From an optimization exercise on the open Yosys and OpenROAD flow, aimed at small area; shortcuts taken in it are not production practice.
Only simulation tests tie the RTL to the original design; equivalence was not proved.
Power figures rest on the tool's default switching activity, not on a simulated workload.

==> flow/design.v (outline; a module is shown in full before it is edited, if it fits) <==
// module LeNet_C1_layer: 3792 lines
// module c1_hold: 9 lines
// module c1_sel: 12 lines
// module c1_fa: 10 lines
module LeNet_C1_layer(
	input	wire		i_sclk,
	input	wire		i_rstn,
	input	wire		i_vsync,
	input	wire		i_hsync,
	input	wire		i_valid,
	input	wire		i_tdata,
	input	wire[5:0]	i_W_en,
	input	wire[7:0]	i_Weight_1,
	input	wire[7:0]	i_Weight_2,
	input	wire[7:0]	i_Weight_3,
	input	wire[7:0]	i_Weight_4,
	input	wire[7:0]	i_Weight_5,
	input	wire[7:0]	i_Weight_6,
	input	wire[4:0]	i_W_addr,
	input	wire[7:0]	i_Bias_1,
	input	wire[7:0]	i_Bias_2,
	input	wire[7:0]	i_Bias_3,
	input	wire[7:0]	i_Bias_4,
	input	wire[7:0]	i_Bias_5,
	input	wire[7:0]	i_Bias_6,
	output	reg 		o_hsync,
	output	reg 		o_valid,
	output	reg [5:0]	o_tdata
);
  // ...
==> flow/run.sh <==
#!/bin/bash
# synth_recipe.tcl (not shown) runs the flow's synth.tcl, then flattens the netlist and writes it again
# the make line also repeats each setting of config.mk as NAME=value (left out here)
make -C /OpenROAD-flow-scripts/flow DESIGN_CONFIG=/design/flow/config.mk WORK_HOME=/design/flow/orfs CLKGATE_MAP_FILE= SYNTH_SCRIPT=/design/flow/synth_recipe.tcl finish
==> flow/config.mk <==
export PLATFORM = sky130hd
export DESIGN_NAME = LeNet_C1_layer
export DESIGN_NICKNAME = LeNet_C1_layer
export VERILOG_FILES = /design/flow/design.v
export SDC_FILE = /design/flow/constraint.sdc
export NUM_CORES = 4
export LEC_CHECK = 0
export CAP_MARGIN = 10
export CORE_MARGIN = 2
export CORE_UTILIZATION = 60
export CTS_CLUSTER_DIAMETER = 100
export CTS_CLUSTER_SIZE = 25
export PLACE_DENSITY = 0.7
export SLEW_MARGIN = 10
export SYNTH_HIERARCHICAL = 1
==> flow/constraint.sdc <==
create_clock -name core_clock -period 6.0 [get_ports {i_sclk}]
set_input_delay 1.2000 -clock core_clock [delete_from_list [all_inputs] [get_ports {i_sclk}]]
set_output_delay 1.2000 -clock core_clock [all_outputs]
set_load 0.01 [all_outputs]
==> metrics.csv, run 1 <==
metric,value,unit
outcome,timing/DRC/antenna clean,
DIE AREA,118900,um2
clk pwr,0.00516,W
Place WS,0.1532,ns
Main synth FF type,dfxtp_1,
gr ovfl total,0,
Finished Core Util,0.6573,
share of layout cells above drive strength 1,0.07760,
Total Power,0.01540,W
CP cell instances,"buf_12, buf_12, and2_1, fa_1, fa_1, fa_1, fa_1, fa_1, fa_1, fa_1, fa_1, ha_1, a211oi_1, nand3_1, a2bb2oi_1, a221oi_1, or3_1",
Fillers,8932,
Comb power,0.00115,W
area of the multi-input gates,42050,um2
"non-filler cells, final",7431,
largest register by flop count,wr,
Area after DPL,74160,um2
Clock Sinks,1345,
Flop pwr share,0.590,
First DRT Iteration DRCs,6642,
Inst Count DP,7343,
top flop regs,"wr (1200), lb (117), val_d (7)",
CP Depth,17,
most crowded layer after global routing,met2,
via density per instance,6.710,
flop2flop setup slack,0.17,ns
# Taps,1524,
via count of the first global-routing pass,50010,
Die W,344.8,um
GRT Total Usage,0.4000,
met1 wire length,93.62,mm
clock buf count,69,
Pleak,23.23,nW
IO Port Bufs,120,
Buf/Inv on CP,2,
simple-gate share of the synthesized area,0.08308,
Post-CTS Setup Bufs,0,
seq_cells,1345,
cell mode on critical path,fa_1,
==> inputs of run 2 (changes only) <==
--- a/flow/design.v
+++ b/flow/design.v
@@ -63,32 +63,24 @@
 end
 reg [116:0]	lb;
 wire[116:0]	lb_nx;
 wire		lb_e = val_d[5];
 wire		lb_ne = ~val_d[5];
 c1_hold lb_hold[116:0] (.e(lb_e), .ne(lb_ne), .d({lb[115:0], pix_d[5]}), .q(lb), .y(lb_nx));
 always @(posedge i_sclk)
 	lb <= lb_nx;
-wire[24:0]	dec, ndec;
-wire		nrst = ~i_rstn;
-wire[5:0]	nwr = ~(i_W_en & {6{i_rstn}});
-genvar g, a;
-generate
-	for (a = 0; a < 25; a = a + 1) begin: adec
-		assign dec[a] = i_W_addr == a;
-		assign ndec[a] = ~dec[a];
-	end
-endgenerate
 reg [1199:0]	wr;	 
+genvar g, a;
 generate
 	for (g = 0; g < 6; g = g + 1) begin: wgt
 		for (a = 0; a < 25; a = a + 1) begin: adr
-			wire e, ne;
-			c1_sel sel (.nwr(nwr[g]), .ndec(ndec[a]), .wen(i_W_en[g]), .dec(dec[a]), .nrst(nrst), .e(e), .ne(ne));
+			wire we = i_W_en[g] && i_W_addr == a;
+			wire e = i_rstn && we;
+			wire ne = i_rstn && !we;
 			wire[7:0] nx;
 			c1_hold h[7:0] (.e(e), .ne(ne), .d(wt[g]), .q(wr[8*(25*g+a) +: 8]), .y(nx));
 			always @(posedge i_sclk)
 				wr[8*(25*g+a) +: 8] <= nx;
 		end
 	end
 endgenerate
 wire m0_1 = ~(wr[0] & lb[116]);
@@ -3794,28 +3786,16 @@
 	input	wire	e,
 	input	wire	ne,
 	input	wire	d,
 	input	wire	q,
 	output	wire	y
 );
 assign y = (e & d) | (ne & q);
 endmodule
-module c1_sel(
-	input	wire	nwr,	 
-	input	wire	ndec,	 
-	input	wire	wen,	 
-	input	wire	dec,	 
-	input	wire	nrst,	 
-	output	wire	e,
-	output	wire	ne
-);
-assign e = ~(nwr | ndec);
-assign ne = ~((wen & dec) | nrst);
-endmodule
 module c1_fa(
 	input	wire	a,
 	input	wire	b,
 	input	wire	c,
 	output	wire	s,
 	output	wire	co
 );
 assign s = a ^ b ^ c;
==> flow/flow/run.sh (new file) <==
#!/bin/bash
# The standard layout (standard.sh) with two changes: the port buffers use the
# smallest buffer cell, and clock tree synthesis adds no dummy loads and
# clusters up to 28 sinks within 90 um. Each step's full log stays under
# orfs/logs; make's own output goes to standard.log.
set -euo pipefail
export BUFFER_PORTS_ARGS="-buffer_cell sky130_fd_sc_hd__buf_1"
export CTS_ARGS="-sink_clustering_enable -repair_clock_nets -dont_use_dummy_load -sink_clustering_size 28 -sink_clustering_max_diameter 90"
bash standard.sh > standard.log 2>&1
==> flow/standard.sh (new file) <==
#!/bin/bash
# synth_recipe.tcl (not shown) runs the flow's synth.tcl, then flattens the netlist and writes it again
# the make line also repeats each setting of config.mk as NAME=value (left out here)
make -C /OpenROAD-flow-scripts/flow DESIGN_CONFIG=/design/flow/config.mk WORK_HOME=/design/flow/orfs CLKGATE_MAP_FILE= SYNTH_SCRIPT=/design/flow/synth_recipe.tcl "${@:-finish}"
==> flow/config.mk (replaced) <==
export PLATFORM = sky130hd
export DESIGN_NAME = LeNet_C1_layer
export DESIGN_NICKNAME = LeNet_C1_layer
export VERILOG_FILES = /design/flow/design.v
export SDC_FILE = /design/flow/constraint.sdc
export NUM_CORES = 4
export LEC_CHECK = 0
export CAP_MARGIN = 20
export CORE_MARGIN = 2
export CORE_UTILIZATION = 60
export CTS_CLUSTER_DIAMETER = 90
export CTS_CLUSTER_SIZE = 28
export PLACE_DENSITY = 0.7
export SLEW_MARGIN = 20
export SYNTH_HIERARCHICAL = 1
removed: flow/run.sh
==> metrics.csv, run 2 <==
metric,value,unit,change
outcome,timing/DRC/antenna clean,,
Synth area leader,dfxtp_1,,
WL/cell,31.78,um,
Slew @ Worst Pin,1.356,ns,
IO Port Bufs,120,,unchanged
share of layout cells above drive strength 1,0.05048,,-0.02712
Fillers,9080,,+1.7%
TritonCTS clock tree,yes,,
WP data required,6.64,ns,
clock latency (worst-skew pair),0.76,ns,
Die W,344.9,um,about the same
via density per instance,6.770,,+0.88%
WL final,235.9,mm,
core area,115700,um2,
"Worst Path Class, Setup",reg2reg,,
"Reg clk slew, reported paths",0.11,ns,
# DRC,0,,
"most common cell after layout, fill and taps aside",dfxtp_1,,
max reg flops,1200,,
FF-to-FF End,o_tdata[3],,
Total Power,0.01486,W,-3.5%
Area growth syn-to-layout,7.544,%,
Hold WS,0.3312,ns,
gr ovfl total,0,,unchanged
CP Depth,17,,unchanged
syn nets,6967,,
CP peak stage delay,0.53,ns,
Inst Count DP,7340,,-0.041%
Yosys top cell area share,0.3862,,
Synth Cell Area,69720,um2,
endpoint class of the critical path,flip-flop,,
Top delay family on crit path,adder cells,,
nets,7141,,
Hold Buf Count CTS,0,,
startpoint types,flip-flop,,
Main synth FF type,dfxtp_1,,
Max Cap Viol,0,,
HPWL Detailed,169.7,mm,
RePlAce Congestion,0.9933,,
Max clock buf depth,3,,
Post-synth EDFFs,0,,
Slew headroom,0.09497,,
cell mode on critical path,fa_1,,
top flop regs,"wr (1200), lb (117), val_d (7)",,
fin crit share,0.9762,,
number of CTS-inserted buffers,59,,
"Seq/Total Area, Yosys",0.3862,,
Area contributors post-synth,"dfxtp_1 (39%), fa_1 (32%), a22o_1 (17%)",,
Buf/Inv on CP,2,,unchanged
first-pass GRT wire length,339.9,mm,
DIE AREA,118900,um2,about the same
ys async rst share,0,,
Power Dens Cells,198.2,nW/um2,
H-Tree Depth,2,,
largest register by flop count,wr,,
Setup Skew,0.09167,ns,
Clock Sinks,1345,,unchanged
Commonest cells post-synth,"dfxtp_1 (1345), a22o_1 (1317), fa_1 (1128)",,
WP data arrival,6.50,ns,
Ports,121,,
"count leader, synth",dfxtp_1,,
setup_tns,0,ns,
Vias,50240,,
most frequent cells in the layout,"dfxtp_1 (1319), a22o_1 (1317), fa_1 (1122)",,
endpoints failing hold,0,,
First-pass DRT Iterations,6,,
flop2flop setup slack,0.14,ns,-0.02 ns
"antenna viol nets, final",0,,
initial antenna violation count,16,,
cell with the largest stage delay on the worst path,fa_1,,
Root Buffer,clkbuf_16,,
Initial Utilization,0.6024,,
YS warnings,7,,
RSZ-0062 raised after global routing,true,,
"FF+latch count, synth",1345,,
GRT Total Usage,0.3956,,-0.004345
Final Max Tran Viols,0,,
Final min period,5.857,ns,
Pleak,22.71,nW,-2.3%
"non-filler cells, final",7421,,-0.13%
Die Height,344.9,um,
Reg2Reg Depth,17,,
critical path endpoint,o_tdata[3],,
Final setup viols,0,,
class of the worst hold path,reg2reg,,
CP cell instances,"buf_12, clkbuf_16, nand2_1, fa_1, fa_1, fa_1, fa_1, fa_1, fa_1, fa_1, fa_1, ha_1, a211oi_2, nand3_1, a2bb2oi_1, a221oi_1, or3_1",,
syn_area_per_cell,12.21,um2,
First DRT Iteration DRCs,6925,,+4.3%
largest net degree at the start of global routing,112,,
VDD IR-drop max,0.2585,mV,
Worst Setup SP,lb[58],,
r2r startpoint,lb[58],,
library cells used by synthesis,38,,
worst-path maximum fanout,13,,
Synth Instances,5711,,
row count,125,,
via count of the first global-routing pass,49850,,-0.32%
Max Freq,170.7,MHz,
run 2: per-module statistics from Yosys, one instance, submodules excluded:
module	copies in the design	flip-flops and latches	cells inside
LeNet_C1_layer	1	1345	3266
c1_fa	1128	0	1
c1_hold	1317	0	1
run 2: how the worst min path moves through the flow:
stage                     startpoint        to  cells past startpoint
after floorplan                hs_d1     hs_d2                      0
after global placement      val_d[1]  val_d[2]                      0
after detailed placement    val_d[4]  val_d[5]                      0
after CTS                   val_d[4]  val_d[5]                      0
after global routing        val_d[4]  val_d[5]                      0
final                       val_d[4]  val_d[5]                      0
run 2: cells by family after synthesis:
family	Yosys count	share of synthesized area
compound gates	1538	0.1892
simple gates	1460	0.08560
flops	1345	0.3862
fa+ha+maj	1143	0.3266
buf+inv	224	0.01233
xor+xnor	1	0.0001256
run 2: repair_timing:
| action | CTS | global route |
|---|---|---|
| gates resized for setup | 0 | 34 |
| endpoints found under the setup margin | 0 | 6 |
| setup buffers | 0 | 2 |
run 2: cell type report:
class / count / area, um2 / area share
well taps: 1524 / 1907 / 0.02543
diodes: 14 / 35.03 / 0.0004672
clock buffers: 59 / 1476 / 0.01969
flip-flops and latches: 1345 / 26980 / 0.3598
repair buffers: 291 / 2371 / 0.03162
multi-input cells: 4142 / 42040 / 0.5607
inverters: 46 / 175.2 / 0.002336
run 2: per-layer routing:
| layer | share of wire | up-vias | GRT usage |
|---|---|---|---|
| li1 | - | 20390 | - |
| met1 | 0.40 | 25900 | 0.5652 |
| met2 | 0.43 | 3396 | 0.5756 |
| met3 | 0.12 | 534 | 0.1033 |
| met4 | 0.050 | 16 | 0.1670 |
| met5 | 0.00053 | - | 0 |
run 2: through the flow:
| step | instance area (um2) | utilization | worst slack (ns) |
|---|---|---|---|
| after detailed placement | 73160 | 0.6322 | 0.1424 |
| final | 74980 | 0.6479 | 0.1430 |
| after global routing | 74950 | 0.6476 | -0.06911 |
| after floorplan | 69720 | - | 0.2833 |
| after CTS | 74640 | 0.6449 | 0.04447 |
| after global placement | 73150 | 0.6321 | 0.1825 |
run 2: power by group:
| part | switching [W] | total, W | internal (W) |
|---|---|---|---|
| sequential | 0.0000702 | 0.00909 | 0.00902 |
| clock | 0.00292 | 0.00467 | 0.00176 |
| combinational | 0.000797 | 0.00110 | 0.000300 |
| total | 0.00378 | 0.0149 | 0.0111 |

==> afterwards: timing with drivers on the ports <==
The flow's constraints put no driver on any port. The routed layouts listed below were extracted and timed again, unchanged, in two steps. Step 1 sets driving cells, clkbuf_16 on the clock port and buf_2 on the other inputs (assumed; they add their load-dependent delay and slew). Step 2 moves the port delays by t, midway between the first and last clock arrival at a register: inputs arrive t later, outputs are due t later. That takes back most of the time a late clock gives input paths. Three values: no drivers, after step 1, after step 2; two values: the first two.
run | t, ns | slack for setup (ns) | hold slack, ns
run 1 | 0.760 | 0.166 / 0.166 / 0.166 | 0.332 / 0.332 / 0.332
run 2 | 0.791 | 0.143 / 0.143 / 0.143 | 0.331 / 0.331 / 0.331
After both steps every run listed still meets setup and hold.
